From an optimization exercise on the open Yosys and OpenROAD flow, aimed at small area; shortcuts taken in it are not production practice.
No functional check of the RTL was part of this run.

==> design/flow/design.v <==
module BF1 (
input	wire				clk,reset_n,en,
input	wire	[15:0]		x_0_re,			 
							x_1_re,			 
output	reg		[15:0]		g_0_re,			 
							g_1_re           
);
always@(posedge clk,negedge reset_n)
begin
	if(!reset_n)
	begin
		g_0_re <= 16'b0;
		g_1_re <= 16'b0;
	end
	else if(en)
	begin
		g_0_re <= x_0_re + x_1_re;
		g_1_re <= x_0_re - x_1_re;
	end
end
endmodule
module BF2 (
input	wire				clk,reset_n,en,
input	wire	[15:0]		C_0_re,
							C_1_re,
							D_0_re,
							D_1_re,
output	reg		[15:0]		A_0_re,
							A_1_re,A_1_im,
							A_2_re,
							A_3_re,A_3_im
);
always@(posedge clk,negedge reset_n)
begin
	if(!reset_n)
	begin
		A_0_re <= 16'b0;	 
		A_1_re <= 16'b0;	A_1_im <= 16'b0;
		A_2_re <= 16'b0;	 
		A_3_re <= 16'b0;	A_3_im <= 16'b0;
	end
	else if (en)
	begin
		A_0_re <= C_0_re + D_0_re;
		A_1_re <= C_1_re;	A_1_im <= (~D_1_re) + 1'b1;	
		A_2_re <= C_0_re - D_0_re;
		A_3_re <= C_1_re;	A_3_im <= D_1_re;				
	end
end
endmodule
module BF4 (
input	wire				clk,reset_n,en,
input	wire		[15:0]	A_0_re, 
							A_1_re,A_1_im,
							A_2_re, 
							A_3_re,A_3_im,
							B_0_re, 
							B_2_re, 
input wire	signed	[15:0]	B_3_re,B_3_im,	 
							B_1_re,B_1_im,
output	reg		[15:0]		X_0_re,X_0_im,
							X_1_re,X_1_im,
							X_2_re,X_2_im,
							X_3_re,X_3_im,
							X_4_re,X_4_im,
							X_5_re,X_5_im,
							X_6_re,X_6_im,
							X_7_re,X_7_im
);
localparam signed [15:0]	W8_1_re =  16'h5A82, W8_1_im = -16'h5A82,
						W8_3_re = -16'h5A82, W8_3_im = -16'h5A82;
	wire signed [31:0]	x1_x5_re_res_32,x1_x5_im_res_32,
                        x3_x7_re_res_32,x3_x7_im_res_32;
	wire signed [15:0]	x1_x5_re_res,x1_x5_im_res,
                        x3_x7_re_res,x3_x7_im_res;
	assign x1_x5_re_res_32 = ((B_1_re) * (W8_1_re)) - ((B_1_im) * (W8_1_im));
	assign x1_x5_im_res_32 = ((B_1_re) * (W8_1_im)) + ((B_1_im) * (W8_1_re));
	assign x3_x7_re_res_32 = ((B_3_re) * (W8_3_re)) - ((B_3_im) * (W8_3_im));
	assign x3_x7_im_res_32 = ((B_3_re) * (W8_3_im)) + ((B_3_im) * (W8_3_re));
	assign x1_x5_re_res = x1_x5_re_res_32 >>> 15;
	assign x1_x5_im_res = x1_x5_im_res_32 >>> 15;
	assign x3_x7_re_res = x3_x7_re_res_32 >>> 15;
	assign x3_x7_im_res = x3_x7_im_res_32 >>> 15;
always@(posedge clk,negedge reset_n)
begin
	if(!reset_n)
	begin
		X_0_re <= 32'b0;	X_0_im <= 32'b0;
		X_1_re <= 32'b0;	X_1_im <= 32'b0;
		X_2_re <= 32'b0;	X_2_im <= 32'b0;
		X_3_re <= 32'b0;	X_3_im <= 32'b0;
		X_4_re <= 32'b0;	X_4_im <= 32'b0;
		X_5_re <= 32'b0;	X_5_im <= 32'b0;
		X_6_re <= 32'b0;	X_6_im <= 32'b0;
		X_7_re <= 32'b0;	X_7_im <= 32'b0;
	end
	else if(en)		 
	begin
		X_0_re <= A_0_re + B_0_re;	X_0_im <= 0;		
		X_1_re <= A_1_re + x1_x5_re_res;	 
		X_1_im <= A_1_im + x1_x5_im_res;	 
		X_2_re <= A_2_re ;		X_2_im <= - B_2_re;	 
		X_3_re <= A_3_re + x3_x7_re_res;	
		X_3_im <= A_3_im + x3_x7_im_res;
		X_4_re <= A_0_re - B_0_re;	X_4_im <= 0;		
		X_5_re <= A_1_re - x1_x5_re_res;	 
		X_5_im <= A_1_im - x1_x5_im_res;     
		X_6_re <= A_2_re;		X_6_im <= B_2_re;  
		X_7_re <= A_3_re - x3_x7_re_res;	 
		X_7_im <= A_3_im - x3_x7_im_res;     
	end
end		
endmodule
module s2p (
input	wire				clk,reset_n,
input	wire				en,
input	wire	[15:0]		s_in,
output	wire	[15:0]		p_out0,p_out1,p_out2,p_out3,
							p_out4,p_out5,p_out6,p_out7
);                          
reg [15:0]	reg_x_out [7:0];
reg [2:0]	index;
integer i;		 
always@(posedge clk,negedge reset_n)
begin
	if(!reset_n)
	begin
		for (i = 0; i<8;i = i+1)
			reg_x_out[i] <= 16'b0;
		index <= 3'b0;
	end
	else if(en)
	begin
		reg_x_out[index] <= s_in;	
		index <= index + 1'b1;		 
	end
end
assign p_out0 = reg_x_out [0];
assign p_out1 = reg_x_out [1];
assign p_out2 = reg_x_out [2];
assign p_out3 = reg_x_out [3];
assign p_out4 = reg_x_out [4];
assign p_out5 = reg_x_out [5];
assign p_out6 = reg_x_out [6];
assign p_out7 = reg_x_out [7];
endmodule
module FFT_3stage (
input	wire			clk,reset_n,
input	wire			en_bf1_1,en_bf1_2,en_bf1_3,en_bf1_4,
input	wire			en_bf2_1,en_bf2_2,
input	wire			en_bf3,
input	wire	[15:0]	x0,x1,x2,x3,	
						x4,x5,x6,x7,	
output	wire	[15:0]	X_0_re,X_1_re,X_2_re,X_3_re,
                        X_4_re,X_5_re,X_6_re,X_7_re,
						X_0_im,X_1_im,X_2_im,X_3_im,
						X_4_im,X_5_im,X_6_im,X_7_im
);
wire	[15:0]		C_0_re,C_1_re,D_0_re,D_1_re,	 
					E_0_re,E_1_re,F_0_re,F_1_re,	 
					A_0_re,A_1_re,A_1_im,			 
					A_2_re,A_3_re,A_3_im,			 
					B_0_re,B_1_re,B_1_im,			 
					B_2_re,B_3_re,B_3_im;			 
BF1 U1 (
	.clk	(clk),
	.reset_n(reset_n),
	.x_0_re	(x0),
	.x_1_re	(x1),
	.en 	(en_bf1_1),
	.g_0_re	(C_0_re),
	.g_1_re	(C_1_re)
);
BF1 U2 (
	.clk	(clk),
	.reset_n(reset_n),
	.x_0_re	(x2),
	.x_1_re	(x3),
	.en 	(en_bf1_2),
	.g_0_re	(D_0_re),
	.g_1_re	(D_1_re)
);
BF1 U3 (
	.clk	(clk),
	.reset_n(reset_n),
	.x_0_re	(x4	),
	.x_1_re	(x5	),
	.en 	(en_bf1_3),
	.g_0_re	(E_0_re),
	.g_1_re	(E_1_re)
);
BF1 U4 (
	.clk	(clk),
	.reset_n(reset_n),
	.x_0_re	(x6),
	.x_1_re	(x7),
	.en 	(en_bf1_4),
	.g_0_re	(F_0_re	),
	.g_1_re	(F_1_re	)
);
BF2 U5 (
	.clk	(clk),		 
	.reset_n(reset_n),	.A_0_re	(A_0_re),
	.C_0_re	(C_0_re),	.A_1_re	(A_1_re),
	.C_1_re	(C_1_re),	.A_1_im (A_1_im),
	.D_0_re	(D_0_re),	.A_2_re	(A_2_re),
	.D_1_re	(D_1_re),	.A_3_re	(A_3_re),
	.en 	(en_bf2_1),	.A_3_im (A_3_im)
);
BF2 U6 (
	.clk	(clk),		 
	.reset_n(reset_n),	.A_0_re	(B_0_re),
	.C_0_re	(E_0_re),	.A_1_re	(B_1_re),
	.C_1_re	(E_1_re),	.A_1_im (B_1_im),
	.D_0_re	(F_0_re),	.A_2_re	(B_2_re),
	.D_1_re	(F_1_re),	.A_3_re	(B_3_re),
	.en 	(en_bf2_2),	.A_3_im (B_3_im)
);
BF4 U7 (
.clk	(clk),
.reset_n(reset_n),
.en		(en_bf3),
.A_0_re(A_0_re),
.A_1_re(A_1_re),.A_1_im(A_1_im),
.A_2_re(A_2_re),
.A_3_re(A_3_re),.A_3_im(A_3_im),
.B_0_re(B_0_re),
.B_1_re(B_1_re),.B_1_im(B_1_im),
.B_2_re(B_2_re),
.B_3_re(B_3_re),.B_3_im(B_3_im),
.X_0_re(X_0_re),.X_0_im(X_0_im),
.X_1_re(X_1_re),.X_1_im(X_1_im),
.X_2_re(X_2_re),.X_2_im(X_2_im),
.X_3_re(X_3_re),.X_3_im(X_3_im),
.X_4_re(X_4_re),.X_4_im(X_4_im),
.X_5_re(X_5_re),.X_5_im(X_5_im),
.X_6_re(X_6_re),.X_6_im(X_6_im),
.X_7_re(X_7_re),.X_7_im(X_7_im)
);
endmodule
module FFT_8p_control_2 (
input  wire        clk,
input  wire        reset_n,
input  wire        start,
output reg         en_s2p,
output reg         en_bf1_1,
output reg         en_bf1_2,
output reg         en_bf1_3,
output reg         en_bf1_4,
output reg         en_bf2_1,
output reg         en_bf2_2,
output reg         en_bf3
);
reg [2:0] 	cycle_count;
reg			toggle_start;	 
always @(posedge clk, negedge reset_n) begin
    if (!reset_n) 
	begin
        cycle_count <= 0;
		en_s2p <= 0;
		toggle_start <= 0;
    end 
	else if(start)	 
	begin
        cycle_count <= 0;
		en_s2p <= 0;
		toggle_start <= ~toggle_start;
	end
	else if(toggle_start)	 
	begin
        cycle_count <= cycle_count + 1;
		en_s2p <= 1;
    end
	else
	begin
		cycle_count <= 0;
		en_s2p <= 0;
	end
end
always@(*)
begin
	en_bf1_1 = 0;
	en_bf1_2 = 0;
	en_bf1_3 = 0;
	en_bf1_4 = 0;
	en_bf2_1 = 0;
	en_bf2_2 = 0;
	en_bf3	 = 0;
	case(cycle_count)
		3'd1: begin 
			en_bf1_4 = 1;	
		end
		3'd2: begin 
			en_bf2_2 = 1;
		end
		3'd3: begin 
			en_bf1_1 = 1;	
			en_bf3 = 1;	
		end
		3'd5: begin
			en_bf1_2 = 1;
		end
		3'd6: begin
			en_bf2_1 = 1;
		end
		3'd7: begin
			en_bf1_3 = 1;
		end
	endcase
end
endmodule
module FFT_datapath (
input	wire			clk,reset_n,
input	wire	[15:0]	s_in,
input	wire			en_s2p,			 
input	wire			en_bf1_1,en_bf1_2,en_bf1_3,			 
						en_bf1_4,en_bf2_1,en_bf2_2,en_bf3,   
output	wire	[15:0]	X_0_re,X_1_re,
						X_4_re,X_5_re,
						X_0_im,X_1_im,
						X_4_im,X_5_im,
						X_2_re,X_3_re,
						X_6_re,X_7_re,
						X_2_im,X_3_im,
						X_6_im,X_7_im
);
	wire	[15:0]	x0,x1,x2,x3,
					x4,x5,x6,x7;
s2p DUT (
.clk	(clk),
.reset_n(reset_n),
.en		(en_s2p),
.s_in	(s_in),
.p_out0	(x0),
.p_out1	(x1),
.p_out2	(x2),
.p_out3	(x3),
.p_out4	(x4),
.p_out5	(x5),
.p_out6	(x6),
.p_out7 (x7)
);
FFT_3stage FFT_stages (
.clk		(clk),
.reset_n	(reset_n),
.en_bf1_1	(en_bf1_1),
.en_bf1_2	(en_bf1_2),
.en_bf1_3	(en_bf1_3),
.en_bf1_4	(en_bf1_4),
.en_bf2_1	(en_bf2_1),
.en_bf2_2	(en_bf2_2),
.en_bf3		(en_bf3),
.x0(x0),
.x1(x1),
.x2(x2),
.x3(x3),	
.x4(x4),
.x5(x5),
.x6(x6),
.x7(x7),	
.X_0_re(X_0_re),.X_1_re(X_1_re),
.X_4_re(X_4_re),.X_5_re(X_5_re),
.X_0_im(X_0_im),.X_1_im(X_1_im),
.X_4_im(X_4_im),.X_5_im(X_5_im),
.X_2_re(X_2_re),.X_3_re(X_3_re),
.X_6_re(X_6_re),.X_7_re(X_7_re),
.X_2_im(X_2_im),.X_3_im(X_3_im),
.X_6_im(X_6_im),.X_7_im(X_7_im)
);
endmodule
module FFT_top (
input	wire 			clk,reset_n,
input	wire			start,
input	wire 	[15:0]	s_in,	 
output	wire 			s2p_en,
output	wire[15:0]		X_0_re,X_1_re,
						X_4_re,X_5_re,
						X_0_im,X_1_im,
						X_4_im,X_5_im,
						X_2_re,X_3_re,
						X_6_re,X_7_re,
						X_2_im,X_3_im,
						X_6_im,X_7_im			
);
wire		en_s2p,
			en_bf1_1,en_bf1_2,en_bf1_3,	
			en_bf1_4,en_bf2_1,en_bf2_2,en_bf3;
FFT_datapath DP (
	.clk		(clk	),
	.reset_n	(reset_n),
	.s_in(s_in),	
	.en_s2p		(en_s2p),
	.en_bf1_1	(en_bf1_1), .en_bf1_2	(en_bf1_2),
	.en_bf1_3	(en_bf1_3), .en_bf1_4	(en_bf1_4),
	.en_bf2_1	(en_bf2_1), .en_bf2_2	(en_bf2_2),
	.en_bf3		(en_bf3	),
	.X_0_re(X_0_re),.X_1_re(X_1_re),
	.X_4_re(X_4_re),.X_5_re(X_5_re),
	.X_0_im(X_0_im),.X_1_im(X_1_im),
	.X_4_im(X_4_im),.X_5_im(X_5_im),
	.X_2_re(X_2_re),.X_3_re(X_3_re),
	.X_6_re(X_6_re),.X_7_re(X_7_re),
	.X_2_im(X_2_im),.X_3_im(X_3_im),
	.X_6_im(X_6_im),.X_7_im(X_7_im)
);
FFT_8p_control_2 ctrl (
.clk	 	(clk	 ),
.reset_n	(reset_n),
.start		(start),
.en_s2p		(en_s2p	),
.en_bf1_1	(en_bf1_1),
.en_bf1_2	(en_bf1_2),
.en_bf1_3	(en_bf1_3),
.en_bf1_4	(en_bf1_4),
.en_bf2_1	(en_bf2_1),
.en_bf2_2	(en_bf2_2),
.en_bf3     (en_bf3)
);
assign s2p_en = en_s2p;
endmodule
==> design/flow/run.sh <==
#!/bin/bash
# synth_recipe.tcl (not shown) runs the flow's synth.tcl, then flattens the netlist and writes it again
# the make line also repeats each setting of config.mk as NAME=value (left out here)
make -C /OpenROAD-flow-scripts/flow DESIGN_CONFIG=/design/flow/config.mk WORK_HOME=/design/flow/orfs CLKGATE_MAP_FILE= SYNTH_SCRIPT=/design/flow/synth_recipe.tcl finish
==> design/flow/config.mk <==
export PLATFORM = sky130hd
export DESIGN_NAME = FFT_top
export DESIGN_NICKNAME = FFT_top
export VERILOG_FILES = /design/flow/design.v
export SDC_FILE = /design/flow/constraint.sdc
export NUM_CORES = 4
export LEC_CHECK = 0
export CAP_MARGIN = 20
export CORE_MARGIN = 2
export CORE_UTILIZATION = 40
export SLEW_MARGIN = 20
==> design/flow/constraint.sdc <==
create_clock -name core_clock -period 12.0 [get_ports {clk}]
set_input_delay 2.4000 -clock core_clock [delete_from_list [all_inputs] [get_ports {clk}]]
set_output_delay 2.4000 -clock core_clock [all_outputs]
set_load 0.01 [all_outputs]
==> notes.md <==
Synth Warn # 6; boundary pin count 276; Layout Area Growth over Synthesis 11.4%; final hold violation count 0; WHS Path Cells 2; startpoint of the worst-slack reg-to-reg timing path DP.FFT_stages.U6.A_1_re[6]; number of setup violations in the final report 0; ANT nets after route 0; relative slew slack 26.1%; H-tree levels 3; top cells by area, synth dfrtp_1 24%, ha_1 20%, fa_1 14%; overall fraction of global-route tracks in use 22.6%; Hold Buf Count CTS 0; worst clock skew 62.3 ps; Synth top area share 24.2%; max-slew violation count 0; DRT Wirelength 183000 um; pin count of the biggest net entering global routing 147; Synth area leader dfrtp_1; setup TNS 0 ps; Root Driver clkbuf_16; summed area of non-filler cells in the final layout 0.0713 mm2; Seq cells post-synth 618; Routed wire per std cell 20.1 um; Critical-path top delay cell dfrtp_1; worst-case setup slack after placement 1600 ps; total global routing overflow 0; multi-input gate area in the final layout 0.0433 mm2; number of rows created at floorplan 146; cell count of the worst reg-to-reg path 40; area taken by flip-flops and latches 0.0155 mm2; biggest fanout along the worst timing path 9; vias per inst 5.17; # port buffers 243; total cell area at the placement stage 0.0684 mm2; share of the cycle needed by the critical path after routing 86.8%; number of enable-type register cells in the synthesized netlist 0; fraction of registers with async set or reset after synthesis 100%; required arrival time at the worst endpoint 12620 ps; post-layout minimum cycle time 10420 ps; count of instances resized after the clock tree is built 0; initial antenna violation count 9; Final GP Congestion 0.914; Post-DP HPWL 150000 um; clock transition at the registers of the reported paths 60 ps; Starting Density 40.3%; critical path type flip-flop to flip-flop; placeable core region 0.159 mm2; number of post-CTS setup repair buffers 0; number of search-and-repair iterations in the first detailed-routing pass 5; most common flop cell mapped by yosys dfrtp_1; cell with the most instances on the worst path inv_1; number of CTS-inserted buffers 79; vias after detailed routing 47.0k; remaining routing DRC violations 0; Synth Instances 6788; status timing/DRC/antenna clean; share of synthesized area occupied by flip-flops and latches 24.2%; critical path arrival 11040 ps; max-cap violation count 0; final-layout fill cell count 15.2k; clock tree from TritonCTS built; PnR worst setup slack 1580 ps; layout cells sized above 1 6.90%; min-delay src DP.FFT_stages.U1.g_1_re[12]; RSZ-0062 raised after global routing false; post-synth cell types 83; area of the die 0.163 mm2; kind of start point of the critical path flip-flop; average cell area after synthesis 9.43 um2; measured slew at the worst slew-check pin 1110 ps; total number of clock tree sinks 618; crit path launch DP.FFT_stages.U6.A_1_re[6]; kind of end point of the critical path flip-flop; path class of the lowest-slack min-delay path flip-flop to flip-flop; Synth Cell Area 0.0640 mm2; clock insertion delay at the later pin of the skew report 740 ps; vias in the first global route 47.8k; Iter 0 DRT Violations 2690; worst-case clock buffer depth 3; width of the chip 404 um; nets 8471; vertical die dimension 404 um; Achievable Freq 96.0 MHz; biggest cell delay along the critical path 600 ps; wire length of the first global-routing pass 284000 um
## stage by stage
stage / hold WS, ps / utilization, % / cells
global placement: 450 / 43.1 / 8946
finish: 465 / 44.9 / 9092
floorplan: 433 / - / 6819
detailed placement: 454 / 43.1 / 8946
global route: 484 / 44.9 / 9091
CTS: 465 / 44.9 / 9091
## logic make-up (layout without fill, tap and decap cells)
family	after synthesis	in the layout	synth area share, %
compound gates	1286	1286	12.5
xor+xnor	500	500	6.89
fa+ha+maj	1497	1497	34.6
buf+inv	1392	1592	8.48
flops	618	618	24.2
mux	261	261	4.57
other cells	1	33	0.00586
simple gates	1233	1233	8.86
## critical path: cells and delay by family (launching register included)
kind / cells / cell delay (ps)
adder cells (fa/ha/maj): 9 / 3870
AO/OA/AOI/OAI: 15 / 3810
AND/OR/NAND/NOR: 6 / 930
buffers and inverters: 7 / 610
flip-flops: 1 / 600
multiplexers: 1 / 270
XOR/XNOR: 2 / 250
## routing by layer
layer  GRT usage, %  share of wire (%)  routed length [um]  vias to the layer above
li1               -                  -                   -                    22700
met1           31.6                 47               85600                    23200
met2           35.9                 45               82600                      943
met3           4.02                5.6               10300                      185
met4           5.96                2.5                4660                        6
met5              0              0.027                  50                        -
## final timing paths
kind	endpoint	slack, ps
max in group asynchronous	DP.FFT_stages.U7.X_1_im[5]	7890
worst min register to register	DP.FFT_stages.U5.A_1_re[12]	470
worst max register to register	DP.FFT_stages.U7.X_1_im[15]	1580
worst max-delay path	DP.FFT_stages.U7.X_1_im[15]	1580
min in group asynchronous	DP.FFT_stages.U7.X_2_im[9]	1760
worst min-delay path	DP.FFT_stages.U5.A_1_re[12]	470
## state kept, by name, summed over array words and instances, names as in the netlist, 16 cells and up
| register | flops |
|---|---|
| DP.FFT_stages.U7.X_7_im | 16 |
| DP.FFT_stages.U7.X_4_re | 16 |
| DP.FFT_stages.U5.A_1_re | 16 |
| DP.FFT_stages.U7.X_6_re | 16 |
| DP.FFT_stages.U1.g_0_re | 16 |
| DP.FFT_stages.U7.X_7_re | 16 |
| DP.FFT_stages.U7.X_2_im | 16 |
| DP.FFT_stages.U6.A_1_im | 16 |
| DP.FFT_stages.U4.g_0_re | 16 |
| DP.FFT_stages.U5.A_1_im | 16 |
| DP.FFT_stages.U7.X_1_re | 16 |
| DP.FFT_stages.U7.X_5_im | 16 |
| DP.FFT_stages.U6.A_2_re | 16 |
| DP.FFT_stages.U2.g_0_re | 16 |
| DP.FFT_stages.U5.A_2_re | 16 |
| DP.DUT.reg_x_out | 128 |
| DP.FFT_stages.U3.g_0_re | 16 |
| DP.FFT_stages.U6.A_1_re | 16 |
## cells in the mapped netlist, types with 8 or more instances
| library cell | number |
|---|---|
| xnor2_1 | 362 |
| buf_4 | 54 |
| o311ai_0 | 9 |
| a311oi_1 | 9 |
| o21a_1 | 33 |
| o211ai_1 | 19 |
| ha_1 | 1043 |
| o31ai_1 | 59 |
| a21oi_1 | 405 |
| o21ba_2 | 10 |
| nor3_1 | 108 |
| and2_1 | 12 |
| clkbuf_1 | 146 |
| a21boi_0 | 16 |
| a211oi_1 | 20 |
| nor3b_1 | 11 |
| and3_1 | 47 |
| a211o_1 | 9 |
| dfrtp_1 | 618 |
| o41ai_1 | 9 |
| mux2i_1 | 12 |
| a2111oi_0 | 13 |
| xor2_1 | 135 |
| buf_1 | 16 |
| nor2b_1 | 48 |
| a31o_2 | 8 |
| nor4_1 | 17 |
| nand3b_1 | 10 |
| nor2_1 | 350 |
| or3_1 | 32 |
| or2_2 | 22 |
| o21bai_1 | 89 |
| o21ai_0 | 345 |
| nand3_1 | 48 |
| nand4_1 | 20 |
| fa_1 | 454 |
| mux2_2 | 249 |
| a21o_1 | 95 |
| nand2b_1 | 49 |
| a31oi_1 | 56 |
| inv_1 | 1173 |
| o2111ai_1 | 9 |
| nand2_1 | 434 |
## final cells by class
cell class                      instances  area share, %
Multi-Input combinational cell       4809           60.7
Sequential cell                       618           21.7
Inverter                             1175           6.18
Timing Repair Buffer                  272           3.76
Tap cell                             2072           3.64
Clock buffer                           98           3.05
Clock inverter                         47          0.953
Antenna cell                            1        0.00351
## cells in the final DEF (no fill, tap or decap), drive strengths merged, types with 48 or more instances in the layout
master	n
inv	1178
ha	1043
dfrtp	618
fa	454
nand2	434
a21oi	406
xnor2	362
nor2	350
o21ai	346
mux2	249
clkdlybuf4s50	242
xor2	136
nor3	108
clkbuf	98
a21o	95
o21bai	89
o31ai	60
a31oi	57
nand2b	49
nand3	49
nor2b	48

what the ideal ports hide:
The flow's constraints put no driver on any port. The routed layout listed below was extracted and timed again, unchanged, in two steps. Step 1: set_driving_cell puts a clkbuf_16 on clk and a buf_2 on each other input, an assumption about the parent block. Step 2 also shifts input and output timing later by t, the mid clock arrival at the registers, as if the neighbouring blocks saw the same clock. Three values: ideal, step 1, step 2; two values: the first two.
t, ns: 0.782
setup WS [ns]: 1.581 / 1.581 / 1.581
worst hold slack (ns): 0.465 / 0.465 / 0.465
worst setup path after step 2: register to register
After both steps this run still meets setup and hold. For this run, drivers alone change the setup slack by 0.000 ns; drivers and shift together by 0.000 ns.
